What follows belongs to an exercise in optimizing a design on an open flow for small area and a short achievable clock period; a production flow would make more cautious choices. No run shown here included a check of the RTL's function; only the layout flow was run. Power figures rest on the tool's default switching activity, not on a simulated workload.

==> flow/design.v (outline; a module is shown in full before it is edited, if it fits) <==
// module mul8: 14 lines
// module mul16: 1105 lines
// module mul16_fa: 4 lines
// module mul16_cpa: 175 lines
// module mul16_xnor: 3 lines
module mul16(
    input clk,
    input logic[15:0] a,
    input logic[15:0] b,
    output logic[31:0] r
);
  // ...
==> flow/flow/run.sh <==
#!/bin/bash
set -uo pipefail
here=$(pwd)
export BUFFER_PORTS_ARGS="-buffer_cell sky130_fd_sc_hd__buf_4"
export PRE_RESIZE_TCL="$here/flow/outbuf.tcl"
bash standard.sh > standard.log 2>&1
==> flow/flow/outbuf.tcl <==
# Sourced by ORFS's resize.tcl before repair_design: the buffer that buffer_ports put on
# each output port becomes a sky130_fd_sc_hd__buf_1.
set n 0
foreach port [get_ports -filter "direction==output"] {
  set net [get_nets [get_full_name $port]]
  foreach pin [get_pins -of_objects $net -filter "direction==output"] {
    set inst [get_cells -of_objects $pin]
    if {[get_property $inst ref_name] eq "sky130_fd_sc_hd__buf_4"} {
      replace_cell $inst sky130_fd_sc_hd__buf_1
      incr n
    }
  }
}
puts "outbuf.tcl: $n output buffers made buf_1"
==> flow/standard.sh <==
#!/bin/bash
# synth_recipe.tcl (not shown) runs the flow's synth.tcl, then flattens the netlist and writes it again
# the make line also repeats each setting of config.mk as NAME=value (left out here)
make -C /OpenROAD-flow-scripts/flow DESIGN_CONFIG=/design/flow/config.mk WORK_HOME=/design/flow/orfs CLKGATE_MAP_FILE= SYNTH_SCRIPT=/design/flow/synth_recipe.tcl "${@:-finish}"
==> flow/config.mk <==
export PLATFORM = sky130hd
export DESIGN_NAME = mul16
export DESIGN_NICKNAME = mul16
export VERILOG_FILES = /design/flow/design.v
export SDC_FILE = /design/flow/constraint.sdc
export NUM_CORES = 4
export LEC_CHECK = 0
export CAP_MARGIN = 20
export CORE_MARGIN = 2
export CORE_UTILIZATION = 40
export CTS_BUF_LIST = sky130_fd_sc_hd__clkbuf_8
export CTS_CLUSTER_SIZE = 12
export SETUP_SLACK_MARGIN = 2.0
export SLEW_MARGIN = 20
export SYNTH_HIERARCHICAL = 1
export SYNTH_MINIMUM_KEEP_SIZE = 0
==> flow/constraint.sdc <==
create_clock -name core_clock -period 5.5 [get_ports {clk}]
set_input_delay 1.1000 -clock core_clock [delete_from_list [all_inputs] [get_ports {clk}]]
set_output_delay 1.1000 -clock core_clock [all_outputs]
set_load 0.01 [all_outputs]
==> notes.md, run 1 <==
----------------------------------------------------
[Routing]
  Final routed DRC violation total ... 0
  Antenna-violating nets left ... 0
  Overall via count from detail_route ... 5,589
  Routed length on met1 ... between 8 and 9 mm
  Via-to-Cell Ratio ... 5.15
  Routed length on met2 ... between 9 and 10 mm

[STA]
  RSZ-0062 raised after global routing ... no
  Final Max Slew Viols ... 0
  Min Clock Period, post-route ... 3340 ps
  Worst Max-Slew Pin Slew ... 506 ps
  Achievable Freq ... 300 MHz
  Total count of hold-check failures in the final report ... 0

[Worst setup path]
  Most prevalent standard cell on the critical path ... sky130_fd_sc_hd__fa_1
  Crit path launch type ... flop
  R2R setup slack ... 2160 ps
  Critical path required time ... 5790 ps
  Worst Reg2Reg Path Length in Cells ... 10
  Critical Path Max Stage Delay ... approximately 560 ps
  Critical register-to-register path startpoint ... q[32]$_DFF_P_

[Floorplan]
  Core Box Area ... 21,900 um^2

[Clocking]
  Cts-stage hold buffer count ... 0
  TritonCTS Buffers ... 9
  Clock Pin Slew Worst Setup and Hold Paths ... around 110 ps

[Pwr]
  Design Power ... roughly 6.3 mW
  Seq. pwr ... 1.35 mW
  Switching part of the total ... 44.0%
  Net Sw Power ... 2.79 mW

[Placement]
  Cell count after placement ... 1,070

[Finish]
  Flip-flop count of the largest register, all copies and words added ... 77
  Non-clock buffers, area share ... 3.90%
  Top cell class by occupied area ... multi-input gates
  Final std cells w/o fill ... 1,086
  Register ranked first by flip-flop count ... q
  Filler instances ... 2,084
  Fraction of area in clock buffers and inverters ... 2.08%
  Proportion of layout cells with a drive suffix above 1 ... 10.8%

[Job]
  Max Cap Viol ... 0

[Min path]
  Classification of the worst-slack hold path ... flop to flop
  Launch point of the worst hold path ... q[1]$_DFF_P_

[Global routing]
  Maximum number of pins on one net before global-route repair ... 19
  Global-route layer with the greatest usage ... met2

[Logic synthesis]
  Mean Syn Cell Area ... between 10 and 15 um^2

[Outcome]
  Run status ... timing/DRC/antenna clean

----------------------------------------------------
==> run 2, diff against run 1 <==
==> flow/design.v (replaced) <==
module mul8(
    input clk,
    input logic[7:0] a,
    input logic[7:0] b,
    output logic[15:0] r
);
    logic[15:0] r_temp;
    always @(*) begin
        r_temp = a*b;
    end
    always_ff  @(posedge clk) begin
        r <= r_temp;
    end
endmodule
module mul16(
    input clk,
    input logic[15:0] a,
    input logic[15:0] b,
    output logic[31:0] r
);
    wire pp0_0;
    wire pp0_1;
    wire pp0_2;
    wire pp0_3;
    wire pp0_4;
    wire pp0_5;
    wire pp0_6;
    wire pp0_7;
    wire pp0_8;
    wire pp0_9;
    wire pp0_10;
    wire pp0_11;
    wire pp0_12;
    wire pp0_13;
    wire pp0_14;
    wire pp0_15;
    wire pp1_0;
    wire pp1_1;
    wire pp1_2;
    wire pp1_3;
    wire pp1_4;
    wire pp1_5;
    wire pp1_6;
    wire pp1_7;
    wire pp1_8;
    wire pp1_9;
    wire pp1_10;
    wire pp1_11;
    wire pp1_12;
    wire pp1_13;
    wire pp1_14;
    wire pp1_15;
    wire pp2_0;
    wire pp2_1;
    wire pp2_2;
    wire pp2_3;
    wire pp2_4;
    wire pp2_5;
    wire pp2_6;
    wire pp2_7;
    wire pp2_8;
    wire pp2_9;
    wire pp2_10;
    wire pp2_11;
    wire pp2_12;
    wire pp2_13;
    wire pp2_14;
    wire pp2_15;
    wire pp3_0;
    wire pp3_1;
    wire pp3_2;
    wire pp3_3;
    wire pp3_4;
    wire pp3_5;
    wire pp3_6;
    wire pp3_7;
    wire pp3_8;
    wire pp3_9;
    wire pp3_10;
    wire pp3_11;
    wire pp3_12;
    wire pp3_13;
    wire pp3_14;
    wire pp3_15;
    wire pp4_0;
    wire pp4_1;
    wire pp4_2;
    wire pp4_3;
    wire pp4_4;
    wire pp4_5;
    wire pp4_6;
    wire pp4_7;
    wire pp4_8;
    wire pp4_9;
    wire pp4_10;
    wire pp4_11;
    wire pp4_12;
    wire pp4_13;
    wire pp4_14;
    wire pp4_15;
    wire pp5_0;
    wire pp5_1;
    wire pp5_2;
    wire pp5_3;
    wire pp5_4;
    wire pp5_5;
    wire pp5_6;
    wire pp5_7;
    wire pp5_8;
    wire pp5_9;
    wire pp5_10;
    wire pp5_11;
    wire pp5_12;
    wire pp5_13;
    wire pp5_14;
    wire pp5_15;
    wire pp6_0;
    wire pp6_1;
    wire pp6_2;
    wire pp6_3;
    wire pp6_4;
    wire pp6_5;
    wire pp6_6;
    wire pp6_7;
    wire pp6_8;
    wire pp6_9;
    wire pp6_10;
    wire pp6_11;
    wire pp6_12;
    wire pp6_13;
    wire pp6_14;
    wire pp6_15;
    wire pp7_0;
    wire pp7_1;
    wire pp7_2;
    wire pp7_3;
    wire pp7_4;
    wire pp7_5;
    wire pp7_6;
    wire pp7_7;
    wire pp7_8;
    wire pp7_9;
    wire pp7_10;
    wire pp7_11;
    wire pp7_12;
    wire pp7_13;
    wire pp7_14;
    wire pp7_15;
    wire pp8_0;
    wire pp8_1;
    wire pp8_2;
    wire pp8_3;
    wire pp8_4;
    wire pp8_5;
    wire pp8_6;
    wire pp8_7;
    wire pp8_8;
    wire pp8_9;
    wire pp8_10;
    wire pp8_11;
    wire pp8_12;
    wire pp8_13;
    wire pp8_14;
    wire pp8_15;
    wire pp9_0;
    wire pp9_1;
    wire pp9_2;
    wire pp9_3;
    wire pp9_4;
    wire pp9_5;
    wire pp9_6;
    wire pp9_7;
    wire pp9_8;
    wire pp9_9;
    wire pp9_10;
    wire pp9_11;
    wire pp9_12;
    wire pp9_13;
    wire pp9_14;
    wire pp9_15;
    wire pp10_0;
    wire pp10_1;
    wire pp10_2;
    wire pp10_3;
    wire pp10_4;
    wire pp10_5;
    wire pp10_6;
    wire pp10_7;
    wire pp10_8;
    wire pp10_9;
    wire pp10_10;
    wire pp10_11;
    wire pp10_12;
    wire pp10_13;
    wire pp10_14;
    wire pp10_15;
    wire pp11_0;
    wire pp11_1;
    wire pp11_2;
    wire pp11_3;
    wire pp11_4;
    wire pp11_5;
    wire pp11_6;
    wire pp11_7;
    wire pp11_8;
    wire pp11_9;
    wire pp11_10;
    wire pp11_11;
    wire pp11_12;
    wire pp11_13;
    wire pp11_14;
    wire pp11_15;
    wire pp12_0;
    wire pp12_1;
    wire pp12_2;
    wire pp12_3;
    wire pp12_4;
    wire pp12_5;
    wire pp12_6;
    wire pp12_7;
    wire pp12_8;
    wire pp12_9;
    wire pp12_10;
    wire pp12_11;
    wire pp12_12;
    wire pp12_13;
    wire pp12_14;
    wire pp12_15;
    wire pp13_0;
    wire pp13_1;
    wire pp13_2;
    wire pp13_3;
    wire pp13_4;
    wire pp13_5;
    wire pp13_6;
    wire pp13_7;
    wire pp13_8;
    wire pp13_9;
    wire pp13_10;
    wire pp13_11;
    wire pp13_12;
    wire pp13_13;
    wire pp13_14;
    wire pp13_15;
    wire pp14_0;
    wire pp14_1;
    wire pp14_2;
    wire pp14_3;
    wire pp14_4;
    wire pp14_5;
    wire pp14_6;
    wire pp14_7;
    wire pp14_8;
    wire pp14_9;
    wire pp14_10;
    wire pp14_11;
    wire pp14_12;
    wire pp14_13;
    wire pp14_14;
    wire pp14_15;
    wire pp15_0;
    wire pp15_1;
    wire pp15_2;
    wire pp15_3;
    wire pp15_4;
    wire pp15_5;
    wire pp15_6;
    wire pp15_7;
    wire pp15_8;
    wire pp15_9;
    wire pp15_10;
    wire pp15_11;
    wire pp15_12;
    wire pp15_13;
    wire pp15_14;
    wire pp15_15;
    wire s1, c2;
    wire s3, c4;
    wire s5, c6;
    wire s7, c8;
    wire s9, c10;
    wire s11, c12;
    wire s13, c14;
    wire s15, c16;
    wire s17, c18;
    wire s19, c20;
    wire s21, c22;
    wire s23, c24;
    wire s25, c26;
    wire s27, c28;
    wire s29, c30;
    wire s31, c32;
    wire s33, c34;
    wire s35, c36;
    wire s37, c38;
    wire s39, c40;
    wire s41, c42;
    wire s43, c44;
    wire s45, c46;
    wire s47, c48;
    wire s49, c50;
    wire s51, c52;
    wire s53, c54;
    wire s55, c56;
    wire s57, c58;
    wire s59, c60;
    wire s61, c62;
    wire s63, c64;
    wire s65, c66;
    wire s67, c68;
    wire s69, c70;
    wire s71, c72;
    wire s73, c74;
    wire s75, c76;
    wire s77, c78;
    wire s79, c80;
    wire s81, c82;
    wire s83, c84;
    wire s85, c86;
    wire s87, c88;
    wire s89, c90;
    wire s91, c92;
    wire s93, c94;
    wire s95, c96;
    wire s97, c98;
    wire s99, c100;
    wire s101, c102;
    wire s103, c104;
    wire s105, c106;
    wire s107, c108;
    wire s109, c110;
    wire s111, c112;
    wire s113, c114;
    wire s115, c116;
    wire s117, c118;
    wire s119, c120;
    wire s121, c122;
    wire s123, c124;
    wire s125, c126;
    wire s127, c128;
    wire s129, c130;
    wire s131, c132;
    wire s133, c134;
    wire s135, c136;
    wire s137, c138;
    wire s139, c140;
    wire s141, c142;
    wire s143, c144;
    wire s145, c146;
    wire s147, c148;
    wire s149, c150;
    wire s151, c152;
    wire s153, c154;
    wire s155, c156;
    wire s157, c158;
    wire s159, c160;
    wire s161, c162;
    wire s163, c164;
    wire s165, c166;
    wire s167, c168;
    wire s169, c170;
    wire s171, c172;
    wire s173, c174;
    wire s175, c176;
    wire s177, c178;
    wire s179, c180;
    wire s181, c182;
    wire s183, c184;
    wire s185, c186;
    wire s187, c188;
    wire s189, c190;
    wire s191, c192;
    wire s193, c194;
    wire s195, c196;
    wire s197, c198;
    wire s199, c200;
    wire s201, c202;
    wire s203, c204;
    wire s205, c206;
    wire s207, c208;
    wire s209, c210;
    wire s211, c212;
    wire s213, c214;
    wire s215, c216;
    wire s217, c218;
    wire s219, c220;
    wire s221, c222;
    wire s223, c224;
    wire s225, c226;
    wire s227, c228;
    wire s229, c230;
    wire s231, c232;
    wire s233, c234;
    wire s235, c236;
    wire s237, c238;
    wire s239, c240;
    wire s241, c242;
    wire s243, c244;
    wire s245, c246;
    wire s247, c248;
    wire s249, c250;
    wire s251, c252;
    wire s253, c254;
    wire s255, c256;
    wire s257, c258;
    wire s259, c260;
    wire s261, c262;
    wire s263, c264;
    wire s265, c266;
    wire s267, c268;
    wire s269, c270;
    wire s271, c272;
    wire s273, c274;
    wire s275, c276;
    wire s277, c278;
    wire s279, c280;
    wire s281, c282;
    wire s283, c284;
    wire s285, c286;
    wire s287, c288;
    wire s289, c290;
    wire s291, c292;
    wire s293, c294;
    wire s295, c296;
    wire s297, c298;
    wire s299, c300;
    wire s301, c302;
    wire s303, c304;
    wire s305, c306;
    wire s307, c308;
    wire s309, c310;
    wire s311, c312;
    wire s313, c314;
    wire s315, c316;
    wire s317, c318;
    wire s319, c320;
    wire s321, c322;
    wire s323, c324;
    wire s325, c326;
    wire s327, c328;
    wire s329, c330;
    wire s331, c332;
    wire s333, c334;
    wire s335, c336;
    wire s337, c338;
    wire s339, c340;
    wire s341, c342;
    wire s343, c344;
    wire s345, c346;
    wire s347, c348;
    wire s349, c350;
    wire s351, c352;
    wire s353, c354;
    wire s355, c356;
    wire s357, c358;
    wire s359, c360;
    wire s361, c362;
    wire s363, c364;
    wire s365, c366;
    wire s367, c368;
    wire s369, c370;
    wire s371, c372;
    wire s373, c374;
    wire s375, c376;
    wire s377, c378;
    wire s379, c380;
    wire s381, c382;
    wire s383, c384;
    wire s385, c386;
    wire s387, c388;
    wire s456, c457;
    wire s458, c459;
    wire s460, c461;
    wire s462, c463;
    wire s464, c465;
    wire s466, c467;
    wire s468, c469;
    wire s470, c471;
    wire s472, c473;
    wire s474, c475;
    wire s476, c477;
    wire s478, c479;
    wire s480, c481;
    wire s482, c483;
    wire s484, c485;
    wire s486, c487;
    wire s488, c489;
    wire s490, c491;
    wire s492, c493;
    wire s494, c495;
    wire s496, c497;
    logic [66:0] q;
    wire q389 = q[0];
    wire q390 = q[1];
    wire q391 = q[2];
    wire q392 = q[3];
    wire q393 = q[4];
    wire q394 = q[5];
    wire q395 = q[6];
    wire q396 = q[7];
    wire q397 = q[8];
    wire q398 = q[9];
    wire q399 = q[10];
    wire q400 = q[11];
    wire q401 = q[12];
    wire q402 = q[13];
    wire q403 = q[14];
    wire q404 = q[15];
    wire q405 = q[16];
    wire q406 = q[17];
    wire q407 = q[18];
    wire q408 = q[19];
    wire q409 = q[20];
    wire q410 = q[21];
    wire q411 = q[22];
    wire q412 = q[23];
    wire q413 = q[24];
    wire q414 = q[25];
    wire q415 = q[26];
    wire q416 = q[27];
    wire q417 = q[28];
    wire q418 = q[29];
    wire q419 = q[30];
    wire q420 = q[31];
    wire q421 = q[32];
    wire q422 = q[33];
    wire q423 = q[34];
    wire q424 = q[35];
    wire q425 = q[36];
    wire q426 = q[37];
    wire q427 = q[38];
    wire q428 = q[39];
    wire q429 = q[40];
    wire q430 = q[41];
    wire q431 = q[42];
    wire q432 = q[43];
    wire q433 = q[44];
    wire q434 = q[45];
    wire q435 = q[46];
    wire q436 = q[47];
    wire q437 = q[48];
    wire q438 = q[49];
    wire q439 = q[50];
    wire q440 = q[51];
    wire q441 = q[52];
    wire q442 = q[53];
    wire q443 = q[54];
    wire q444 = q[55];
    wire q445 = q[56];
    wire q446 = q[57];
    wire q447 = q[58];
    wire q448 = q[59];
    wire q449 = q[60];
    wire q450 = q[61];
    wire q451 = q[62];
    wire q452 = q[63];
    wire q453 = q[64];
    wire q454 = q[65];
    wire q455 = q[66];
    wire [31:0] xn = {1'b1, q454, q452, q450, q448, q446, q444, q442, q441, c495, c493, c491, s490, s488, c483, s482, s478, c471, s470, s466, s464, s462, s460, s458, q399, q395, q394, q393, q392, q391, q390, q389};
    wire [31:0] yn = {1'b1, q455, q453, q451, q449, q447, q445, q443, c497, s496, s494, s492, c489, c487, s486, c479, c475, s474, s468, c465, c463, c461, c459, c457, s456, q396, 1'b1, 1'b1, 1'b1, 1'b1, 1'b1, 1'b1};
    assign pp0_0 = ~(a[0] & b[0]);
    assign pp0_1 = ~(a[0] & b[1]);
    assign pp0_2 = ~(a[0] & b[2]);
    assign pp0_3 = ~(a[0] & b[3]);
    assign pp0_4 = ~(a[0] & b[4]);
    assign pp0_5 = ~(a[0] & b[5]);
    assign pp0_6 = ~(a[0] & b[6]);
    assign pp0_7 = ~(a[0] & b[7]);
    assign pp0_8 = ~(a[0] & b[8]);
    assign pp0_9 = ~(a[0] & b[9]);
    assign pp0_10 = ~(a[0] & b[10]);
    assign pp0_11 = ~(a[0] & b[11]);
    assign pp0_12 = ~(a[0] & b[12]);
    assign pp0_13 = ~(a[0] & b[13]);
    assign pp0_14 = ~(a[0] & b[14]);
    assign pp0_15 = ~(a[0] & b[15]);
    assign pp1_0 = ~(a[1] & b[0]);
    assign pp1_1 = ~(a[1] & b[1]);
    assign pp1_2 = ~(a[1] & b[2]);
    assign pp1_3 = ~(a[1] & b[3]);
    assign pp1_4 = ~(a[1] & b[4]);
    assign pp1_5 = ~(a[1] & b[5]);
    assign pp1_6 = ~(a[1] & b[6]);
    assign pp1_7 = ~(a[1] & b[7]);
    assign pp1_8 = ~(a[1] & b[8]);
    assign pp1_9 = ~(a[1] & b[9]);
    assign pp1_10 = ~(a[1] & b[10]);
    assign pp1_11 = ~(a[1] & b[11]);
    assign pp1_12 = ~(a[1] & b[12]);
    assign pp1_13 = ~(a[1] & b[13]);
    assign pp1_14 = ~(a[1] & b[14]);
    assign pp1_15 = ~(a[1] & b[15]);
    assign pp2_0 = ~(a[2] & b[0]);
    assign pp2_1 = ~(a[2] & b[1]);
    assign pp2_2 = ~(a[2] & b[2]);
    assign pp2_3 = ~(a[2] & b[3]);
    assign pp2_4 = ~(a[2] & b[4]);
    assign pp2_5 = ~(a[2] & b[5]);
    assign pp2_6 = ~(a[2] & b[6]);
    assign pp2_7 = ~(a[2] & b[7]);
    assign pp2_8 = ~(a[2] & b[8]);
    assign pp2_9 = ~(a[2] & b[9]);
    assign pp2_10 = ~(a[2] & b[10]);
    assign pp2_11 = ~(a[2] & b[11]);
    assign pp2_12 = ~(a[2] & b[12]);
    assign pp2_13 = ~(a[2] & b[13]);
    assign pp2_14 = ~(a[2] & b[14]);
    assign pp2_15 = ~(a[2] & b[15]);
    assign pp3_0 = ~(a[3] & b[0]);
    assign pp3_1 = ~(a[3] & b[1]);
    assign pp3_2 = ~(a[3] & b[2]);
    assign pp3_3 = ~(a[3] & b[3]);
    assign pp3_4 = ~(a[3] & b[4]);
    assign pp3_5 = ~(a[3] & b[5]);
    assign pp3_6 = ~(a[3] & b[6]);
    assign pp3_7 = ~(a[3] & b[7]);
    assign pp3_8 = ~(a[3] & b[8]);
    assign pp3_9 = ~(a[3] & b[9]);
    assign pp3_10 = ~(a[3] & b[10]);
    assign pp3_11 = ~(a[3] & b[11]);
    assign pp3_12 = ~(a[3] & b[12]);
    assign pp3_13 = ~(a[3] & b[13]);
    assign pp3_14 = ~(a[3] & b[14]);
    assign pp3_15 = ~(a[3] & b[15]);
    assign pp4_0 = ~(a[4] & b[0]);
    assign pp4_1 = ~(a[4] & b[1]);
    assign pp4_2 = ~(a[4] & b[2]);
    assign pp4_3 = ~(a[4] & b[3]);
    assign pp4_4 = ~(a[4] & b[4]);
    assign pp4_5 = ~(a[4] & b[5]);
    assign pp4_6 = ~(a[4] & b[6]);
    assign pp4_7 = ~(a[4] & b[7]);
    assign pp4_8 = ~(a[4] & b[8]);
    assign pp4_9 = ~(a[4] & b[9]);
    assign pp4_10 = ~(a[4] & b[10]);
    assign pp4_11 = ~(a[4] & b[11]);
    assign pp4_12 = ~(a[4] & b[12]);
    assign pp4_13 = ~(a[4] & b[13]);
    assign pp4_14 = ~(a[4] & b[14]);
    assign pp4_15 = ~(a[4] & b[15]);
    assign pp5_0 = ~(a[5] & b[0]);
    assign pp5_1 = ~(a[5] & b[1]);
    assign pp5_2 = ~(a[5] & b[2]);
    assign pp5_3 = ~(a[5] & b[3]);
    assign pp5_4 = ~(a[5] & b[4]);
    assign pp5_5 = ~(a[5] & b[5]);
    assign pp5_6 = ~(a[5] & b[6]);
    assign pp5_7 = ~(a[5] & b[7]);
    assign pp5_8 = ~(a[5] & b[8]);
    assign pp5_9 = ~(a[5] & b[9]);
    assign pp5_10 = ~(a[5] & b[10]);
    assign pp5_11 = ~(a[5] & b[11]);
    assign pp5_12 = ~(a[5] & b[12]);
    assign pp5_13 = ~(a[5] & b[13]);
    assign pp5_14 = ~(a[5] & b[14]);
    assign pp5_15 = ~(a[5] & b[15]);
    assign pp6_0 = ~(a[6] & b[0]);
    assign pp6_1 = ~(a[6] & b[1]);
    assign pp6_2 = ~(a[6] & b[2]);
    assign pp6_3 = ~(a[6] & b[3]);
    assign pp6_4 = ~(a[6] & b[4]);
    assign pp6_5 = ~(a[6] & b[5]);
    assign pp6_6 = ~(a[6] & b[6]);
    assign pp6_7 = ~(a[6] & b[7]);
    assign pp6_8 = ~(a[6] & b[8]);
    assign pp6_9 = ~(a[6] & b[9]);
    assign pp6_10 = ~(a[6] & b[10]);
    assign pp6_11 = ~(a[6] & b[11]);
    assign pp6_12 = ~(a[6] & b[12]);
    assign pp6_13 = ~(a[6] & b[13]);
    assign pp6_14 = ~(a[6] & b[14]);
    assign pp6_15 = ~(a[6] & b[15]);
    assign pp7_0 = ~(a[7] & b[0]);
    assign pp7_1 = ~(a[7] & b[1]);
    assign pp7_2 = ~(a[7] & b[2]);
    assign pp7_3 = ~(a[7] & b[3]);
    assign pp7_4 = ~(a[7] & b[4]);
    assign pp7_5 = ~(a[7] & b[5]);
    assign pp7_6 = ~(a[7] & b[6]);
    assign pp7_7 = ~(a[7] & b[7]);
    assign pp7_8 = ~(a[7] & b[8]);
    assign pp7_9 = ~(a[7] & b[9]);
    assign pp7_10 = ~(a[7] & b[10]);
    assign pp7_11 = ~(a[7] & b[11]);
    assign pp7_12 = ~(a[7] & b[12]);
    assign pp7_13 = ~(a[7] & b[13]);
    assign pp7_14 = ~(a[7] & b[14]);
    assign pp7_15 = ~(a[7] & b[15]);
    assign pp8_0 = ~(a[8] & b[0]);
    assign pp8_1 = ~(a[8] & b[1]);
    assign pp8_2 = ~(a[8] & b[2]);
    assign pp8_3 = ~(a[8] & b[3]);
    assign pp8_4 = ~(a[8] & b[4]);
    assign pp8_5 = ~(a[8] & b[5]);
    assign pp8_6 = ~(a[8] & b[6]);
    assign pp8_7 = ~(a[8] & b[7]);
    assign pp8_8 = ~(a[8] & b[8]);
    assign pp8_9 = ~(a[8] & b[9]);
    assign pp8_10 = ~(a[8] & b[10]);
    assign pp8_11 = ~(a[8] & b[11]);
    assign pp8_12 = ~(a[8] & b[12]);
    assign pp8_13 = ~(a[8] & b[13]);
    assign pp8_14 = ~(a[8] & b[14]);
    assign pp8_15 = ~(a[8] & b[15]);
    assign pp9_0 = ~(a[9] & b[0]);
    assign pp9_1 = ~(a[9] & b[1]);
    assign pp9_2 = ~(a[9] & b[2]);
    assign pp9_3 = ~(a[9] & b[3]);
    assign pp9_4 = ~(a[9] & b[4]);
    assign pp9_5 = ~(a[9] & b[5]);
    assign pp9_6 = ~(a[9] & b[6]);
    assign pp9_7 = ~(a[9] & b[7]);
    assign pp9_8 = ~(a[9] & b[8]);
    assign pp9_9 = ~(a[9] & b[9]);
    assign pp9_10 = ~(a[9] & b[10]);
    assign pp9_11 = ~(a[9] & b[11]);
    assign pp9_12 = ~(a[9] & b[12]);
    assign pp9_13 = ~(a[9] & b[13]);
    assign pp9_14 = ~(a[9] & b[14]);
    assign pp9_15 = ~(a[9] & b[15]);
    assign pp10_0 = ~(a[10] & b[0]);
    assign pp10_1 = ~(a[10] & b[1]);
    assign pp10_2 = ~(a[10] & b[2]);
    assign pp10_3 = ~(a[10] & b[3]);
    assign pp10_4 = ~(a[10] & b[4]);
    assign pp10_5 = ~(a[10] & b[5]);
    assign pp10_6 = ~(a[10] & b[6]);
    assign pp10_7 = ~(a[10] & b[7]);
    assign pp10_8 = ~(a[10] & b[8]);
    assign pp10_9 = ~(a[10] & b[9]);
    assign pp10_10 = ~(a[10] & b[10]);
    assign pp10_11 = ~(a[10] & b[11]);
    assign pp10_12 = ~(a[10] & b[12]);
    assign pp10_13 = ~(a[10] & b[13]);
    assign pp10_14 = ~(a[10] & b[14]);
    assign pp10_15 = ~(a[10] & b[15]);
    assign pp11_0 = ~(a[11] & b[0]);
    assign pp11_1 = ~(a[11] & b[1]);
    assign pp11_2 = ~(a[11] & b[2]);
    assign pp11_3 = ~(a[11] & b[3]);
    assign pp11_4 = ~(a[11] & b[4]);
    assign pp11_5 = ~(a[11] & b[5]);
    assign pp11_6 = ~(a[11] & b[6]);
    assign pp11_7 = ~(a[11] & b[7]);
    assign pp11_8 = ~(a[11] & b[8]);
    assign pp11_9 = ~(a[11] & b[9]);
    assign pp11_10 = ~(a[11] & b[10]);
    assign pp11_11 = ~(a[11] & b[11]);
    assign pp11_12 = ~(a[11] & b[12]);
    assign pp11_13 = ~(a[11] & b[13]);
    assign pp11_14 = ~(a[11] & b[14]);
    assign pp11_15 = ~(a[11] & b[15]);
    assign pp12_0 = ~(a[12] & b[0]);
    assign pp12_1 = ~(a[12] & b[1]);
    assign pp12_2 = ~(a[12] & b[2]);
    assign pp12_3 = ~(a[12] & b[3]);
    assign pp12_4 = ~(a[12] & b[4]);
    assign pp12_5 = ~(a[12] & b[5]);
    assign pp12_6 = ~(a[12] & b[6]);
    assign pp12_7 = ~(a[12] & b[7]);
    assign pp12_8 = ~(a[12] & b[8]);
    assign pp12_9 = ~(a[12] & b[9]);
    assign pp12_10 = ~(a[12] & b[10]);
    assign pp12_11 = ~(a[12] & b[11]);
    assign pp12_12 = ~(a[12] & b[12]);
    assign pp12_13 = ~(a[12] & b[13]);
    assign pp12_14 = ~(a[12] & b[14]);
    assign pp12_15 = ~(a[12] & b[15]);
    assign pp13_0 = ~(a[13] & b[0]);
    assign pp13_1 = ~(a[13] & b[1]);
    assign pp13_2 = ~(a[13] & b[2]);
    assign pp13_3 = ~(a[13] & b[3]);
    assign pp13_4 = ~(a[13] & b[4]);
    assign pp13_5 = ~(a[13] & b[5]);
    assign pp13_6 = ~(a[13] & b[6]);
    assign pp13_7 = ~(a[13] & b[7]);
    assign pp13_8 = ~(a[13] & b[8]);
    assign pp13_9 = ~(a[13] & b[9]);
    assign pp13_10 = ~(a[13] & b[10]);
    assign pp13_11 = ~(a[13] & b[11]);
    assign pp13_12 = ~(a[13] & b[12]);
    assign pp13_13 = ~(a[13] & b[13]);
    assign pp13_14 = ~(a[13] & b[14]);
    assign pp13_15 = ~(a[13] & b[15]);
    assign pp14_0 = ~(a[14] & b[0]);
    assign pp14_1 = ~(a[14] & b[1]);
    assign pp14_2 = ~(a[14] & b[2]);
    assign pp14_3 = ~(a[14] & b[3]);
    assign pp14_4 = ~(a[14] & b[4]);
    assign pp14_5 = ~(a[14] & b[5]);
    assign pp14_6 = ~(a[14] & b[6]);
    assign pp14_7 = ~(a[14] & b[7]);
    assign pp14_8 = ~(a[14] & b[8]);
    assign pp14_9 = ~(a[14] & b[9]);
    assign pp14_10 = ~(a[14] & b[10]);
    assign pp14_11 = ~(a[14] & b[11]);
    assign pp14_12 = ~(a[14] & b[12]);
    assign pp14_13 = ~(a[14] & b[13]);
    assign pp14_14 = ~(a[14] & b[14]);
    assign pp14_15 = ~(a[14] & b[15]);
    assign pp15_0 = ~(a[15] & b[0]);
    assign pp15_1 = ~(a[15] & b[1]);
    assign pp15_2 = ~(a[15] & b[2]);
    assign pp15_3 = ~(a[15] & b[3]);
    assign pp15_4 = ~(a[15] & b[4]);
    assign pp15_5 = ~(a[15] & b[5]);
    assign pp15_6 = ~(a[15] & b[6]);
    assign pp15_7 = ~(a[15] & b[7]);
    assign pp15_8 = ~(a[15] & b[8]);
    assign pp15_9 = ~(a[15] & b[9]);
    assign pp15_10 = ~(a[15] & b[10]);
    assign pp15_11 = ~(a[15] & b[11]);
    assign pp15_12 = ~(a[15] & b[12]);
    assign pp15_13 = ~(a[15] & b[13]);
    assign pp15_14 = ~(a[15] & b[14]);
    assign pp15_15 = ~(a[15] & b[15]);
    mul16_xnor us1 (.x(pp0_1), .y(pp1_0), .s(s1));
    assign c2 = pp0_1 | pp1_0;
    mul16_fa us3 (.x(pp0_2), .y(pp1_1), .z(pp2_0), .s(s3), .c(c4));
    mul16_xnor us5 (.x(c2), .y(s3), .s(s5));
    assign c6 = c2 | s3;
    mul16_fa us7 (.x(pp0_3), .y(pp1_2), .z(pp2_1), .s(s7), .c(c8));
    mul16_fa us9 (.x(pp3_0), .y(c4), .z(s7), .s(s9), .c(c10));
    mul16_xnor us11 (.x(c6), .y(s9), .s(s11));
    assign c12 = c6 | s9;
    mul16_fa us13 (.x(pp0_4), .y(pp1_3), .z(pp2_2), .s(s13), .c(c14));
    mul16_fa us15 (.x(pp3_1), .y(pp4_0), .z(c8), .s(s15), .c(c16));
    mul16_fa us17 (.x(s13), .y(s15), .z(c10), .s(s17), .c(c18));
    mul16_xnor us19 (.x(c12), .y(s17), .s(s19));
    assign c20 = c12 | s17;
    mul16_fa us21 (.x(pp0_5), .y(pp1_4), .z(pp2_3), .s(s21), .c(c22));
    mul16_fa us23 (.x(pp3_2), .y(pp4_1), .z(pp5_0), .s(s23), .c(c24));
    mul16_fa us25 (.x(c14), .y(s21), .z(s23), .s(s25), .c(c26));
    mul16_fa us27 (.x(c16), .y(s25), .z(c18), .s(s27), .c(c28));
    mul16_xnor us29 (.x(c20), .y(s27), .s(s29));
    assign c30 = c20 | s27;
    mul16_fa us31 (.x(pp0_6), .y(pp1_5), .z(pp2_4), .s(s31), .c(c32));
    mul16_fa us33 (.x(pp3_3), .y(pp4_2), .z(pp5_1), .s(s33), .c(c34));
    mul16_fa us35 (.x(pp6_0), .y(c22), .z(c24), .s(s35), .c(c36));
    mul16_fa us37 (.x(s31), .y(s33), .z(c26), .s(s37), .c(c38));
    mul16_fa us39 (.x(s35), .y(s37), .z(c28), .s(s39), .c(c40));
    mul16_fa us41 (.x(pp0_7), .y(pp1_6), .z(pp2_5), .s(s41), .c(c42));
    mul16_fa us43 (.x(pp3_4), .y(pp4_3), .z(pp5_2), .s(s43), .c(c44));
    mul16_fa us45 (.x(pp6_1), .y(pp7_0), .z(c32), .s(s45), .c(c46));
    mul16_fa us47 (.x(c34), .y(s41), .z(s43), .s(s47), .c(c48));
    mul16_fa us49 (.x(c36), .y(s45), .z(s47), .s(s49), .c(c50));
    mul16_fa us51 (.x(pp0_8), .y(pp1_7), .z(pp2_6), .s(s51), .c(c52));
    mul16_fa us53 (.x(pp3_5), .y(pp4_4), .z(pp5_3), .s(s53), .c(c54));
    mul16_fa us55 (.x(pp6_2), .y(pp7_1), .z(pp8_0), .s(s55), .c(c56));
    mul16_fa us57 (.x(c42), .y(c44), .z(s51), .s(s57), .c(c58));
    mul16_fa us59 (.x(s53), .y(s55), .z(c46), .s(s59), .c(c60));
    mul16_fa us61 (.x(c48), .y(s57), .z(s59), .s(s61), .c(c62));
    mul16_fa us63 (.x(pp0_9), .y(pp1_8), .z(pp2_7), .s(s63), .c(c64));
    mul16_fa us65 (.x(pp3_6), .y(pp4_5), .z(pp5_4), .s(s65), .c(c66));
    mul16_fa us67 (.x(pp6_3), .y(pp7_2), .z(pp8_1), .s(s67), .c(c68));
    mul16_fa us69 (.x(pp9_0), .y(c52), .z(c54), .s(s69), .c(c70));
    mul16_fa us71 (.x(c56), .y(s63), .z(s65), .s(s71), .c(c72));
    mul16_fa us73 (.x(s67), .y(c58), .z(s69), .s(s73), .c(c74));
    mul16_fa us75 (.x(s71), .y(c60), .z(s73), .s(s75), .c(c76));
    mul16_fa us77 (.x(pp0_10), .y(pp1_9), .z(pp2_8), .s(s77), .c(c78));
    mul16_fa us79 (.x(pp3_7), .y(pp4_6), .z(pp5_5), .s(s79), .c(c80));
    mul16_fa us81 (.x(pp6_4), .y(pp7_3), .z(pp8_2), .s(s81), .c(c82));
    mul16_fa us83 (.x(pp9_1), .y(pp10_0), .z(c64), .s(s83), .c(c84));
    mul16_fa us85 (.x(c66), .y(c68), .z(s77), .s(s85), .c(c86));
    mul16_fa us87 (.x(s79), .y(s81), .z(c70), .s(s87), .c(c88));
    mul16_fa us89 (.x(s83), .y(c72), .z(s85), .s(s89), .c(c90));
    mul16_fa us91 (.x(s87), .y(c74), .z(s89), .s(s91), .c(c92));
    mul16_fa us93 (.x(pp0_11), .y(pp1_10), .z(pp2_9), .s(s93), .c(c94));
    mul16_fa us95 (.x(pp3_8), .y(pp4_7), .z(pp5_6), .s(s95), .c(c96));
    mul16_fa us97 (.x(pp6_5), .y(pp7_4), .z(pp8_3), .s(s97), .c(c98));
    mul16_fa us99 (.x(pp9_2), .y(pp10_1), .z(pp11_0), .s(s99), .c(c100));
    mul16_fa us101 (.x(c78), .y(c80), .z(c82), .s(s101), .c(c102));
    mul16_fa us103 (.x(s93), .y(s95), .z(s97), .s(s103), .c(c104));
    mul16_fa us105 (.x(s99), .y(c84), .z(c86), .s(s105), .c(c106));
    mul16_fa us107 (.x(s101), .y(s103), .z(c88), .s(s107), .c(c108));
    mul16_fa us109 (.x(c90), .y(s105), .z(s107), .s(s109), .c(c110));
    mul16_fa us111 (.x(pp0_12), .y(pp1_11), .z(pp2_10), .s(s111), .c(c112));
    mul16_fa us113 (.x(pp3_9), .y(pp4_8), .z(pp5_7), .s(s113), .c(c114));
    mul16_fa us115 (.x(pp6_6), .y(pp7_5), .z(pp8_4), .s(s115), .c(c116));
    mul16_fa us117 (.x(pp9_3), .y(pp10_2), .z(pp11_1), .s(s117), .c(c118));
    mul16_fa us119 (.x(pp12_0), .y(c94), .z(c96), .s(s119), .c(c120));
    mul16_fa us121 (.x(c98), .y(c100), .z(s111), .s(s121), .c(c122));
    mul16_fa us123 (.x(s113), .y(s115), .z(s117), .s(s123), .c(c124));
    mul16_fa us125 (.x(c102), .y(s119), .z(c104), .s(s125), .c(c126));
    mul16_fa us127 (.x(s121), .y(s123), .z(c106), .s(s127), .c(c128));
    mul16_fa us129 (.x(s125), .y(c108), .z(s127), .s(s129), .c(c130));
    mul16_fa us131 (.x(pp0_13), .y(pp1_12), .z(pp2_11), .s(s131), .c(c132));
    mul16_fa us133 (.x(pp3_10), .y(pp4_9), .z(pp5_8), .s(s133), .c(c134));
    mul16_fa us135 (.x(pp6_7), .y(pp7_6), .z(pp8_5), .s(s135), .c(c136));
    mul16_fa us137 (.x(pp9_4), .y(pp10_3), .z(pp11_2), .s(s137), .c(c138));
    mul16_fa us139 (.x(pp12_1), .y(pp13_0), .z(c112), .s(s139), .c(c140));
    mul16_fa us141 (.x(c114), .y(c116), .z(c118), .s(s141), .c(c142));
    mul16_fa us143 (.x(s131), .y(s133), .z(s135), .s(s143), .c(c144));
    mul16_fa us145 (.x(s137), .y(c120), .z(s139), .s(s145), .c(c146));
    mul16_fa us147 (.x(c122), .y(c124), .z(s141), .s(s147), .c(c148));
    mul16_fa us149 (.x(s143), .y(c126), .z(s145), .s(s149), .c(c150));
    mul16_fa us151 (.x(pp0_14), .y(pp1_13), .z(pp2_12), .s(s151), .c(c152));
    mul16_fa us153 (.x(pp3_11), .y(pp4_10), .z(pp5_9), .s(s153), .c(c154));
    mul16_fa us155 (.x(pp6_8), .y(pp7_7), .z(pp8_6), .s(s155), .c(c156));
    mul16_fa us157 (.x(pp9_5), .y(pp10_4), .z(pp11_3), .s(s157), .c(c158));
    mul16_fa us159 (.x(pp12_2), .y(pp13_1), .z(pp14_0), .s(s159), .c(c160));
    mul16_fa us161 (.x(c132), .y(c134), .z(c136), .s(s161), .c(c162));
    mul16_fa us163 (.x(c138), .y(s151), .z(s153), .s(s163), .c(c164));
    mul16_fa us165 (.x(s155), .y(s157), .z(s159), .s(s165), .c(c166));
    mul16_fa us167 (.x(c140), .y(c142), .z(c144), .s(s167), .c(c168));
    mul16_fa us169 (.x(s161), .y(s163), .z(s165), .s(s169), .c(c170));
    mul16_fa us171 (.x(c146), .y(c148), .z(s167), .s(s171), .c(c172));
    mul16_fa us173 (.x(pp0_15), .y(pp1_14), .z(pp2_13), .s(s173), .c(c174));
    mul16_fa us175 (.x(pp3_12), .y(pp4_11), .z(pp5_10), .s(s175), .c(c176));
    mul16_fa us177 (.x(pp6_9), .y(pp7_8), .z(pp8_7), .s(s177), .c(c178));
    mul16_fa us179 (.x(pp9_6), .y(pp10_5), .z(pp11_4), .s(s179), .c(c180));
    mul16_fa us181 (.x(pp12_3), .y(pp13_2), .z(pp14_1), .s(s181), .c(c182));
    mul16_fa us183 (.x(pp15_0), .y(c152), .z(c154), .s(s183), .c(c184));
    mul16_fa us185 (.x(c156), .y(c158), .z(c160), .s(s185), .c(c186));
    mul16_fa us187 (.x(s173), .y(s175), .z(s177), .s(s187), .c(c188));
    mul16_fa us189 (.x(s179), .y(s181), .z(c162), .s(s189), .c(c190));
    mul16_fa us191 (.x(c164), .y(s183), .z(c166), .s(s191), .c(c192));
    mul16_fa us193 (.x(s185), .y(s187), .z(s189), .s(s193), .c(c194));
    mul16_fa us195 (.x(c168), .y(c170), .z(s191), .s(s195), .c(c196));
    mul16_fa us197 (.x(pp1_15), .y(pp2_14), .z(pp3_13), .s(s197), .c(c198));
    mul16_fa us199 (.x(pp4_12), .y(pp5_11), .z(pp6_10), .s(s199), .c(c200));
    mul16_fa us201 (.x(pp7_9), .y(pp8_8), .z(pp9_7), .s(s201), .c(c202));
    mul16_fa us203 (.x(pp10_6), .y(pp11_5), .z(pp12_4), .s(s203), .c(c204));
    mul16_fa us205 (.x(pp13_3), .y(pp14_2), .z(pp15_1), .s(s205), .c(c206));
    mul16_fa us207 (.x(c174), .y(c176), .z(c178), .s(s207), .c(c208));
    mul16_fa us209 (.x(c180), .y(c182), .z(s197), .s(s209), .c(c210));
    mul16_fa us211 (.x(s199), .y(s201), .z(s203), .s(s211), .c(c212));
    mul16_fa us213 (.x(s205), .y(c184), .z(c186), .s(s213), .c(c214));
    mul16_fa us215 (.x(c188), .y(s207), .z(s209), .s(s215), .c(c216));
    mul16_fa us217 (.x(s211), .y(c190), .z(s213), .s(s217), .c(c218));
    mul16_fa us219 (.x(c192), .y(s215), .z(c194), .s(s219), .c(c220));
    mul16_fa us221 (.x(pp2_15), .y(pp3_14), .z(pp4_13), .s(s221), .c(c222));
    mul16_fa us223 (.x(pp5_12), .y(pp6_11), .z(pp7_10), .s(s223), .c(c224));
    mul16_fa us225 (.x(pp8_9), .y(pp9_8), .z(pp10_7), .s(s225), .c(c226));
    mul16_fa us227 (.x(pp11_6), .y(pp12_5), .z(pp13_4), .s(s227), .c(c228));
    mul16_fa us229 (.x(pp14_3), .y(pp15_2), .z(c198), .s(s229), .c(c230));
    mul16_fa us231 (.x(c200), .y(c202), .z(c204), .s(s231), .c(c232));
    mul16_fa us233 (.x(c206), .y(s221), .z(s223), .s(s233), .c(c234));
    mul16_fa us235 (.x(s225), .y(s227), .z(c208), .s(s235), .c(c236));
    mul16_fa us237 (.x(s229), .y(c210), .z(c212), .s(s237), .c(c238));
    mul16_fa us239 (.x(s231), .y(s233), .z(c214), .s(s239), .c(c240));
    mul16_fa us241 (.x(s235), .y(c216), .z(s237), .s(s241), .c(c242));
    mul16_fa us243 (.x(pp3_15), .y(pp4_14), .z(pp5_13), .s(s243), .c(c244));
    mul16_fa us245 (.x(pp6_12), .y(pp7_11), .z(pp8_10), .s(s245), .c(c246));
    mul16_fa us247 (.x(pp9_9), .y(pp10_8), .z(pp11_7), .s(s247), .c(c248));
    mul16_fa us249 (.x(pp12_6), .y(pp13_5), .z(pp14_4), .s(s249), .c(c250));
    mul16_fa us251 (.x(pp15_3), .y(c222), .z(c224), .s(s251), .c(c252));
    mul16_fa us253 (.x(c226), .y(c228), .z(s243), .s(s253), .c(c254));
    mul16_fa us255 (.x(s245), .y(s247), .z(s249), .s(s255), .c(c256));
    mul16_fa us257 (.x(c230), .y(c232), .z(c234), .s(s257), .c(c258));
    mul16_fa us259 (.x(s251), .y(s253), .z(s255), .s(s259), .c(c260));
    mul16_fa us261 (.x(c236), .y(c238), .z(s257), .s(s261), .c(c262));
    mul16_fa us263 (.x(s259), .y(c240), .z(c242), .s(s263), .c(c264));
    mul16_fa us265 (.x(pp4_15), .y(pp5_14), .z(pp6_13), .s(s265), .c(c266));
    mul16_fa us267 (.x(pp7_12), .y(pp8_11), .z(pp9_10), .s(s267), .c(c268));
    mul16_fa us269 (.x(pp10_9), .y(pp11_8), .z(pp12_7), .s(s269), .c(c270));
    mul16_fa us271 (.x(pp13_6), .y(pp14_5), .z(pp15_4), .s(s271), .c(c272));
    mul16_fa us273 (.x(c244), .y(c246), .z(c248), .s(s273), .c(c274));
    mul16_fa us275 (.x(c250), .y(s265), .z(s267), .s(s275), .c(c276));
    mul16_fa us277 (.x(s269), .y(s271), .z(c252), .s(s277), .c(c278));
    mul16_fa us279 (.x(c254), .y(c256), .z(s273), .s(s279), .c(c280));
    mul16_fa us281 (.x(s275), .y(s277), .z(c258), .s(s281), .c(c282));
    mul16_fa us283 (.x(c260), .y(s279), .z(c262), .s(s283), .c(c284));
    mul16_fa us285 (.x(pp5_15), .y(pp6_14), .z(pp7_13), .s(s285), .c(c286));
    mul16_fa us287 (.x(pp8_12), .y(pp9_11), .z(pp10_10), .s(s287), .c(c288));
    mul16_fa us289 (.x(pp11_9), .y(pp12_8), .z(pp13_7), .s(s289), .c(c290));
    mul16_fa us291 (.x(pp14_6), .y(pp15_5), .z(c266), .s(s291), .c(c292));
    mul16_fa us293 (.x(c268), .y(c270), .z(c272), .s(s293), .c(c294));
    mul16_fa us295 (.x(s285), .y(s287), .z(s289), .s(s295), .c(c296));
    mul16_fa us297 (.x(c274), .y(s291), .z(c276), .s(s297), .c(c298));
    mul16_fa us299 (.x(s293), .y(s295), .z(c278), .s(s299), .c(c300));
    mul16_fa us301 (.x(c280), .y(s297), .z(s299), .s(s301), .c(c302));
    mul16_fa us303 (.x(pp6_15), .y(pp7_14), .z(pp8_13), .s(s303), .c(c304));
    mul16_fa us305 (.x(pp9_12), .y(pp10_11), .z(pp11_10), .s(s305), .c(c306));
    mul16_fa us307 (.x(pp12_9), .y(pp13_8), .z(pp14_7), .s(s307), .c(c308));
    mul16_fa us309 (.x(pp15_6), .y(c286), .z(c288), .s(s309), .c(c310));
    mul16_fa us311 (.x(c290), .y(s303), .z(s305), .s(s311), .c(c312));
    mul16_fa us313 (.x(s307), .y(c292), .z(c294), .s(s313), .c(c314));
    mul16_fa us315 (.x(s309), .y(c296), .z(s311), .s(s315), .c(c316));
    mul16_fa us317 (.x(c298), .y(s313), .z(s315), .s(s317), .c(c318));
    mul16_fa us319 (.x(pp7_15), .y(pp8_14), .z(pp9_13), .s(s319), .c(c320));
    mul16_fa us321 (.x(pp10_12), .y(pp11_11), .z(pp12_10), .s(s321), .c(c322));
    mul16_fa us323 (.x(pp13_9), .y(pp14_8), .z(pp15_7), .s(s323), .c(c324));
    mul16_fa us325 (.x(c304), .y(c306), .z(c308), .s(s325), .c(c326));
    mul16_fa us327 (.x(s319), .y(s321), .z(s323), .s(s327), .c(c328));
    mul16_fa us329 (.x(c310), .y(c312), .z(s325), .s(s329), .c(c330));
    mul16_fa us331 (.x(s327), .y(c314), .z(c316), .s(s331), .c(c332));
    mul16_fa us333 (.x(pp8_15), .y(pp9_14), .z(pp10_13), .s(s333), .c(c334));
    mul16_fa us335 (.x(pp11_12), .y(pp12_11), .z(pp13_10), .s(s335), .c(c336));
    mul16_fa us337 (.x(pp14_9), .y(pp15_8), .z(c320), .s(s337), .c(c338));
    mul16_fa us339 (.x(c322), .y(c324), .z(s333), .s(s339), .c(c340));
    mul16_fa us341 (.x(s335), .y(c326), .z(s337), .s(s341), .c(c342));
    mul16_fa us343 (.x(c328), .y(s339), .z(c330), .s(s343), .c(c344));
    mul16_fa us345 (.x(s341), .y(c332), .z(s343), .s(s345), .c(c346));
    mul16_fa us347 (.x(pp9_15), .y(pp10_14), .z(pp11_13), .s(s347), .c(c348));
    mul16_fa us349 (.x(pp12_12), .y(pp13_11), .z(pp14_10), .s(s349), .c(c350));
    mul16_fa us351 (.x(pp15_9), .y(c334), .z(c336), .s(s351), .c(c352));
    mul16_fa us353 (.x(s347), .y(s349), .z(c338), .s(s353), .c(c354));
    mul16_fa us355 (.x(c340), .y(s351), .z(c342), .s(s355), .c(c356));
    mul16_fa us357 (.x(s353), .y(c344), .z(s355), .s(s357), .c(c358));
    mul16_fa us359 (.x(pp10_15), .y(pp11_14), .z(pp12_13), .s(s359), .c(c360));
    mul16_fa us361 (.x(pp13_12), .y(pp14_11), .z(pp15_10), .s(s361), .c(c362));
    mul16_fa us363 (.x(c348), .y(c350), .z(s359), .s(s363), .c(c364));
    mul16_fa us365 (.x(s361), .y(c352), .z(s363), .s(s365), .c(c366));
    mul16_fa us367 (.x(c354), .y(s365), .z(c356), .s(s367), .c(c368));
    mul16_fa us369 (.x(pp11_15), .y(pp12_14), .z(pp13_13), .s(s369), .c(c370));
    mul16_fa us371 (.x(pp14_12), .y(pp15_11), .z(c360), .s(s371), .c(c372));
    mul16_fa us373 (.x(c362), .y(s369), .z(s371), .s(s373), .c(c374));
    mul16_fa us375 (.x(c364), .y(s373), .z(c366), .s(s375), .c(c376));
    mul16_fa us377 (.x(pp12_15), .y(pp13_14), .z(pp14_13), .s(s377), .c(c378));
    mul16_fa us379 (.x(pp15_12), .y(c370), .z(s377), .s(s379), .c(c380));
    mul16_fa us381 (.x(c372), .y(s379), .z(c374), .s(s381), .c(c382));
    mul16_fa us383 (.x(pp13_15), .y(pp14_14), .z(pp15_13), .s(s383), .c(c384));
    mul16_fa us385 (.x(c378), .y(s383), .z(c380), .s(s385), .c(c386));
    mul16_fa us387 (.x(pp14_15), .y(pp15_14), .z(c384), .s(s387), .c(c388));
    mul16_xnor us456 (.x(q397), .y(q398), .s(s456));
    assign c457 = q397 | q398;
    mul16_xnor us458 (.x(q400), .y(q401), .s(s458));
    assign c459 = q400 | q401;
    mul16_xnor us460 (.x(q402), .y(q403), .s(s460));
    assign c461 = q402 | q403;
    mul16_xnor us462 (.x(q404), .y(q405), .s(s462));
    assign c463 = q404 | q405;
    mul16_xnor us464 (.x(q406), .y(q407), .s(s464));
    assign c465 = q406 | q407;
    mul16_xnor us466 (.x(q408), .y(q409), .s(s466));
    assign c467 = q408 | q409;
    mul16_fa us468 (.x(q410), .y(q411), .z(q412), .s(s468), .c(c469));
    mul16_xnor us470 (.x(q413), .y(c467), .s(s470));
    assign c471 = q413 | c467;
    mul16_fa us472 (.x(q414), .y(q415), .z(q416), .s(s472), .c(c473));
    mul16_xnor us474 (.x(c469), .y(s472), .s(s474));
    assign c475 = c469 | s472;
    mul16_fa us476 (.x(q417), .y(q418), .z(q419), .s(s476), .c(c477));
    mul16_xnor us478 (.x(c473), .y(s476), .s(s478));
    assign c479 = c473 | s476;
    mul16_fa us480 (.x(q420), .y(q421), .z(q422), .s(s480), .c(c481));
    mul16_xnor us482 (.x(c477), .y(s480), .s(s482));
    assign c483 = c477 | s480;
    mul16_fa us484 (.x(q423), .y(q424), .z(q425), .s(s484), .c(c485));
    mul16_fa us486 (.x(q426), .y(c481), .z(s484), .s(s486), .c(c487));
    mul16_fa us488 (.x(q427), .y(q428), .z(c485), .s(s488), .c(c489));
    mul16_fa us490 (.x(q429), .y(q430), .z(q431), .s(s490), .c(c491));
    mul16_fa us492 (.x(q432), .y(q433), .z(q434), .s(s492), .c(c493));
    mul16_fa us494 (.x(q435), .y(q436), .z(q437), .s(s494), .c(c495));
    mul16_fa us496 (.x(q438), .y(q439), .z(q440), .s(s496), .c(c497));
    wire [25:0] cg, cp, cs;
    assign cg[0] = xn[6] & yn[6];
    assign cp[0] = xn[6] ^ yn[6];
    assign cg[1] = xn[7] & yn[7];
    assign cp[1] = xn[7] ^ yn[7];
    assign cg[2] = xn[8] & yn[8];
    assign cp[2] = xn[8] ^ yn[8];
    assign cg[3] = xn[9] & yn[9];
    assign cp[3] = xn[9] ^ yn[9];
    assign cg[4] = xn[10] & yn[10];
    assign cp[4] = xn[10] ^ yn[10];
    assign cg[5] = xn[11] & yn[11];
    assign cp[5] = xn[11] ^ yn[11];
    assign cg[6] = xn[12] & yn[12];
    assign cp[6] = xn[12] ^ yn[12];
    assign cg[7] = xn[13] & yn[13];
    assign cp[7] = xn[13] ^ yn[13];
    assign cg[8] = xn[14] & yn[14];
    assign cp[8] = xn[14] ^ yn[14];
    assign cg[9] = xn[15] & yn[15];
    assign cp[9] = xn[15] ^ yn[15];
    assign cg[10] = xn[16] & yn[16];
    assign cp[10] = xn[16] ^ yn[16];
    assign cg[11] = xn[17] & yn[17];
    assign cp[11] = xn[17] ^ yn[17];
    assign cg[12] = xn[18] & yn[18];
    assign cp[12] = xn[18] ^ yn[18];
    assign cg[13] = xn[19] & yn[19];
    assign cp[13] = xn[19] ^ yn[19];
    assign cg[14] = xn[20] & yn[20];
    assign cp[14] = xn[20] ^ yn[20];
    assign cg[15] = xn[21] & yn[21];
    assign cp[15] = xn[21] ^ yn[21];
    assign cg[16] = xn[22] & yn[22];
    assign cp[16] = xn[22] ^ yn[22];
    assign cg[17] = xn[23] & yn[23];
    assign cp[17] = xn[23] ^ yn[23];
    assign cg[18] = xn[24] & yn[24];
    assign cp[18] = xn[24] ^ yn[24];
    assign cg[19] = xn[25] & yn[25];
    assign cp[19] = xn[25] ^ yn[25];
    assign cg[20] = xn[26] & yn[26];
    assign cp[20] = xn[26] ^ yn[26];
    assign cg[21] = xn[27] & yn[27];
    assign cp[21] = xn[27] ^ yn[27];
    assign cg[22] = xn[28] & yn[28];
    assign cp[22] = xn[28] ^ yn[28];
    assign cg[23] = xn[29] & yn[29];
    assign cp[23] = xn[29] ^ yn[29];
    assign cg[24] = xn[30] & yn[30];
    assign cp[24] = xn[30] ^ yn[30];
    assign cg[25] = xn[31] & yn[31];
    assign cp[25] = xn[31] ^ yn[31];
    mul16_cpa ucpa (.gi(cg), .pi(cp), .s(cs));
    wire [31:0] sum = {cs, ~xn[5], ~xn[4], ~xn[3], ~xn[2], ~xn[1], ~xn[0]};
    always_ff @(posedge clk) begin
        q <= {c388, pp15_15, c386, s387, c382, s385, c376, s381, c368, s375, s367, c358, s357, c346, s345, s331, c318, s329, c302, s317, c300, c284, s301, c282, s283, c264, s281, s263, s261, c220, s241, s239, c218, s219, c196, s217, s195, c172, s193, s171, c150, s169, c130, s149, c128, s147, s129, c110, s109, c92, s91, c76, s75, c62, s61, c50, c40, s49, c38, s39, c30, s29, s19, s11, s5, s1, pp0_0};
        r <= sum;
    end
endmodule
module mul16_fa(input x, input y, input z, output s, output c);
    assign s = x ^ y ^ z;
    assign c = (x & y) | (x & z) | (y & z);
endmodule
module mul16_cpa(input [25:0] gi, input [25:0] pi, output [25:0] s);
    wire g0 = gi[0] | pi[0];
    wire p0 = pi[0];
    wire g1 = gi[1];
    wire p1 = pi[1];
    wire g2 = gi[2];
    wire p2 = pi[2];
    wire g3 = gi[3];
    wire p3 = pi[3];
    wire g4 = gi[4];
    wire p4 = pi[4];
    wire g5 = gi[5];
    wire p5 = pi[5];
    wire g6 = gi[6];
    wire p6 = pi[6];
    wire g7 = gi[7];
    wire p7 = pi[7];
    wire g8 = gi[8];
    wire p8 = pi[8];
    wire g9 = gi[9];
    wire p9 = pi[9];
    wire g10 = gi[10];
    wire p10 = pi[10];
    wire g11 = gi[11];
    wire p11 = pi[11];
    wire g12 = gi[12];
    wire p12 = pi[12];
    wire g13 = gi[13];
    wire p13 = pi[13];
    wire g14 = gi[14];
    wire p14 = pi[14];
    wire g15 = gi[15];
    wire p15 = pi[15];
    wire g16 = gi[16];
    wire p16 = pi[16];
    wire g17 = gi[17];
    wire p17 = pi[17];
    wire g18 = gi[18];
    wire p18 = pi[18];
    wire g19 = gi[19];
    wire p19 = pi[19];
    wire g20 = gi[20];
    wire p20 = pi[20];
    wire g21 = gi[21];
    wire p21 = pi[21];
    wire g22 = gi[22];
    wire p22 = pi[22];
    wire g23 = gi[23];
    wire p23 = pi[23];
    wire g24 = gi[24];
    wire p24 = pi[24];
    wire g25 = gi[25];
    wire p25 = pi[25];
    wire G1 = g1 | (p1 & g0);
    wire P1 = p1 & p0;
    wire G2 = g3 | (p3 & g2);
    wire P2 = p3 & p2;
    wire G3 = g5 | (p5 & g4);
    wire P3 = p5 & p4;
    wire G4 = g7 | (p7 & g6);
    wire P4 = p7 & p6;
    wire G5 = g9 | (p9 & g8);
    wire P5 = p9 & p8;
    wire G6 = g11 | (p11 & g10);
    wire P6 = p11 & p10;
    wire G7 = g13 | (p13 & g12);
    wire P7 = p13 & p12;
    wire G8 = g15 | (p15 & g14);
    wire P8 = p15 & p14;
    wire G9 = g17 | (p17 & g16);
    wire P9 = p17 & p16;
    wire G10 = g19 | (p19 & g18);
    wire P10 = p19 & p18;
    wire G11 = g21 | (p21 & g20);
    wire P11 = p21 & p20;
    wire G12 = g23 | (p23 & g22);
    wire P12 = p23 & p22;
    wire G13 = g25 | (p25 & g24);
    wire P13 = p25 & p24;
    wire G14 = G2 | (P2 & G1);
    wire P14 = P2 & P1;
    wire G15 = G4 | (P4 & G3);
    wire P15 = P4 & P3;
    wire G16 = G6 | (P6 & G5);
    wire P16 = P6 & P5;
    wire G17 = G8 | (P8 & G7);
    wire P17 = P8 & P7;
    wire G18 = G10 | (P10 & G9);
    wire P18 = P10 & P9;
    wire G19 = G12 | (P12 & G11);
    wire P19 = P12 & P11;
    wire G20 = G15 | (P15 & G14);
    wire P20 = P15 & P14;
    wire G21 = G17 | (P17 & G16);
    wire P21 = P17 & P16;
    wire G22 = G19 | (P19 & G18);
    wire P22 = P19 & P18;
    wire G23 = G21 | (P21 & G20);
    wire P23 = P21 & P20;
    wire G24 = G22 | (P22 & G23);
    wire P24 = P22 & P23;
    wire G25 = G16 | (P16 & G20);
    wire P25 = P16 & P20;
    wire G26 = G18 | (P18 & G23);
    wire P26 = P18 & P23;
    wire G27 = G3 | (P3 & G14);
    wire P27 = P3 & P14;
    wire G28 = G5 | (P5 & G20);
    wire P28 = P5 & P20;
    wire G29 = G7 | (P7 & G25);
    wire P29 = P7 & P25;
    wire G30 = G9 | (P9 & G23);
    wire P30 = P9 & P23;
    wire G31 = G11 | (P11 & G26);
    wire P31 = P11 & P26;
    wire G32 = G13 | (P13 & G24);
    wire P32 = P13 & P24;
    wire G33 = g2 | (p2 & G1);
    wire P33 = p2 & P1;
    wire G34 = g4 | (p4 & G14);
    wire P34 = p4 & P14;
    wire G35 = g6 | (p6 & G27);
    wire P35 = p6 & P27;
    wire G36 = g8 | (p8 & G20);
    wire P36 = p8 & P20;
    wire G37 = g10 | (p10 & G28);
    wire P37 = p10 & P28;
    wire G38 = g12 | (p12 & G25);
    wire P38 = p12 & P25;
    wire G39 = g14 | (p14 & G29);
    wire P39 = p14 & P29;
    wire G40 = g16 | (p16 & G23);
    wire P40 = p16 & P23;
    wire G41 = g18 | (p18 & G30);
    wire P41 = p18 & P30;
    wire G42 = g20 | (p20 & G26);
    wire P42 = p20 & P26;
    wire G43 = g22 | (p22 & G31);
    wire P43 = p22 & P31;
    wire G44 = g24 | (p24 & G24);
    wire P44 = p24 & P24;
    assign s = {~(p25 ^ G44), ~(p24 ^ G24), ~(p23 ^ G43), ~(p22 ^ G31), ~(p21 ^ G42), ~(p20 ^ G26), ~(p19 ^ G41), ~(p18 ^ G30), ~(p17 ^ G40), ~(p16 ^ G23), ~(p15 ^ G39), ~(p14 ^ G29), ~(p13 ^ G38), ~(p12 ^ G25), ~(p11 ^ G37), ~(p10 ^ G28), ~(p9 ^ G36), ~(p8 ^ G20), ~(p7 ^ G35), ~(p6 ^ G27), ~(p5 ^ G34), ~(p4 ^ G14), ~(p3 ^ G33), ~(p2 ^ G1), ~(p1 ^ g0), p0};
endmodule
module mul16_xnor(input x, input y, output s);
    assign s = ~(x ^ y);
endmodule
==> flow/flow/run.sh (replaced) <==
#!/bin/bash
# The standard layout (the standard.sh, standard synthesis unchanged), except that
# the port buffers are sky130_fd_sc_hd__buf_2 cells instead of the resizer's default pick
# (a clkdlybuf4s50_1 delay cell). Every input and output port still gets its buffer.
set -uo pipefail
export BUFFER_PORTS_ARGS="-buffer_cell sky130_fd_sc_hd__buf_2"
bash standard.sh > standard.log 2>&1
==> flow/config.mk (replaced) <==
export PLATFORM = sky130hd
export DESIGN_NAME = mul16
export DESIGN_NICKNAME = mul16
export VERILOG_FILES = /design/flow/design.v
export SDC_FILE = /design/flow/constraint.sdc
export NUM_CORES = 4
export LEC_CHECK = 0
export CAP_MARGIN = 20
export CORE_MARGIN = 2
export CORE_UTILIZATION = 40
export SETUP_SLACK_MARGIN = 1.8
export SLEW_MARGIN = 20
export SYNTH_HIERARCHICAL = 1
export SYNTH_MINIMUM_KEEP_SIZE = 0
removed: flow/flow/outbuf.tcl
==> notes.md, run 2 <==
----------------------------------------------------
[Logic synthesis]
  Mean Syn Cell Area ... 10.8 um^2 (-1.1%)
  Number of warning messages in the yosys log ... 7
  Summed instance area of the synthesized netlist ... 8570 um^2
  Post-Synthesis Cells ... 790

[Worst setup path]
  Most prevalent standard cell on the critical path ... sky130_fd_sc_hd__fa_2
  Critical path required time ... 5730 ps (-60 ps)
  Slowest stage cell on the critical path ... sky130_fd_sc_hd__fa_1
  Classification of the worst setup path ... input port to flop
  Critical Path Max Stage Delay ... 530 ps (-30 ps)
  Crit path launch type ... input port
  Maximum fanout count along the critical path ... 17
  Kind of capture point of the worst setup path ... flop
  Data arrival at the endpoint of the critical path ... 3850 ps
  Count of buffering cells on the critical path with inverters included ... 1

[Clocking]
  Clock latency on the worst-skew pair ... 360 ps
  Clock tree root driver cell ... sky130_fd_sc_hd__clkbuf_16
  TritonCTS Buffers ... 9 (unchanged)
  Clock tree from TritonCTS ... built
  CTS max path bufs ... 2
  Clock Pin Slew Worst Setup and Hold Paths ... 70 ps (-40 ps)
  Clock net sink count ... 99
  H-Tree Depth ... 3
  Setup repair bufs after CTS ... 0

[Finish]
  Proportion of layout cells with a drive suffix above 1 ... 18.1% (+7.3 points)
  Final std cells w/o fill ... 1,080 (-0.55%)
  FF/Latch Area ... around 2000 um^2
  Area of the multi-input gates ... around 6300 um^2
  Leading registers by flop count ... q x67, r x32
  Register ranked first by flip-flop count ... q
  Filler instances ... 1,970 (-5.5%)
  Area grow syn2layout ... 9.00%
  Flip-flop count of the largest register, all copies and words added ... 67 (-13%)
  Nets ... 1,071
  Most frequent cells in the layout ... sky130_fd_sc_hd__nand2_1, sky130_fd_sc_hd__fa_1, sky130_fd_sc_hd__dfxtp_1, sky130_fd_sc_hd__buf_2, sky130_fd_sc_hd__fa_2

[Routing]
  Total Wirelength ... 20.0 mm
  Count of routing violations after the opening detailed-route iteration ... slightly above 300
  Average wire per standard cell ... ~19 um
  Via-to-Cell Ratio ... 5.09 (-1.1%)
  Antenna-violating nets left ... 0 (unchanged)
  Overall via count from detail_route ... 5,497 (-1.6%)
  Final routed DRC violation total ... 0 (unchanged)
  1st-pass router iterations ... 5

[Global routing]
  Maximum number of pins on one net before global-route repair ... 18 (-1)
  Vias in the first global route ... just over 6,000
  Overall overflow remaining after global route ... 0

[Pwr]
  Peak VDD IR ... ~0.32 mV
  Static leakage ... 3.55 nW
  PD cells ... 571 nW/um^2

[STA]
  Number of setup violations in the final report ... 0
  Total count of hold-check failures in the final report ... 0 (unchanged)
  Achievable Freq ... 277 MHz (-7.6%)
  Worst Max-Slew Pin Slew ... 499 ps (-6.54 ps)
  Normalized max-slew margin ... 66.5%
  Final Max Slew Viols ... 0 (unchanged)
  Worst Skew ... 6.59 ps
  Setup TNS Final ... 0 ps
  Min Clock Period, post-route ... 3610 ps (+276 ps)
  Hold slack final ... 361 ps
  RSZ-0062 raised after global routing ... no

[Floorplan]
  Rows ... 53
  Core Box Area ... 21,000 um^2 (-4.0%)
  Overall die width ... ~150 um
  Ports placed on the boundary ... 65
  Initial standard-cell utilization of the core ... a little over 40%

[Outcome]
  Run status ... timing/DRC/antenna clean

[Placement]
  Half-perimeter wire length of the detailed placement result ... 14.9 mm
  Worst slack at placement ... 1510 ps
  # port buffers ... 64
  Cell count after placement ... 1,064 (-0.56%)

[Min path]
  Classification of the worst-slack hold path ... flop to flop

[Job]
  Max Cap Viol ... 0 (unchanged)

----------------------------------------------------
==> run 2: worst register-to-register path, stage by stage, from the launching register on <==
cell and delay (ps):
sky130_fd_sc_hd__dfxtp_1 320, sky130_fd_sc_hd__fa_1 560, sky130_fd_sc_hd__fa_1 420, sky130_fd_sc_hd__ha_1 380
sky130_fd_sc_hd__nand2_2 150, sky130_fd_sc_hd__o21ai_2 200, sky130_fd_sc_hd__a21oi_1 170, sky130_fd_sc_hd__nor3_2 240
sky130_fd_sc_hd__a211oi_2 80, sky130_fd_sc_hd__o31ai_2 380, sky130_fd_sc_hd__ha_1 220, sky130_fd_sc_hd__nor2_1 50
sky130_fd_sc_hd__xor2_1 130
==> run 2: path summary, 6_finish.rpt <==
check                 from  cells past startpoint  slack [ps]       endpoint
max reg2reg  q[35]$_DFF_P_                     12        2100  r[31]$_DFF_P_
min reg2reg   q[5]$_DFF_P_                      1         360   r[5]$_DFF_P_
min           q[5]$_DFF_P_                      1         360   r[5]$_DFF_P_
max                   a[1]                      7        1890  q[39]$_DFF_P_
==> run 2: layout make-up <==
cell class | count | share of cell area, %
clock buffer | 10 | 2.45
clock inverter | 6 | 0.791
inverter | 25 | 1.00
multi-input combinational | 601 | 67.4
sequential | 99 | 21.2
tap | 275 | 3.68
timing repair buffer | 64 | 3.48
==> run 2: through the flow <==
step	utilization (%)	total power [mW]	instance area (um^2)
2_1_floorplan	-	3.87	8960
3_3_place_gp	43.0	4.73	9030
3_5_place_dp	43.0	4.77	9030
4_1_cts	44.4	5.46	9330
5_1_grt	44.4	6.00	9340
6_report	44.4	5.33	9340
==> run 2: timing repair <==
item,in CTS,in global routing
endpoints found under the setup margin,0,2
gates resized for setup,0,2
hold buffers,0,0
==> run 2: power by group <==
group	total [mW]	internal (mW)	leakage, nW	switching, mW
clock	0.649	0.358	0.147	0.291
sequential	1.24	1.12	0.833	0.122
combinational	3.44	1.50	2.57	1.94
==> run 2: layer usage <==
layer / global-route usage [%] / share of wire (%) / up-vias
met4: 6.42 / 2.5 / 0
met3: 4.36 / 7.3 / 32
met5: 0 / 0 / -
li1: - / - / 2400
met1: 26.4 / 42 / 2842
met2: 31.7 / 48 / 223

Setup slack of run 2, layout unchanged: 1.885 ns with ideal ports, 1.897 ns with driving cells assumed (clock clkbuf_16, inputs buf_2), 1.498 ns with port delays also shifted by the 0.399 ns mid clock arrival.
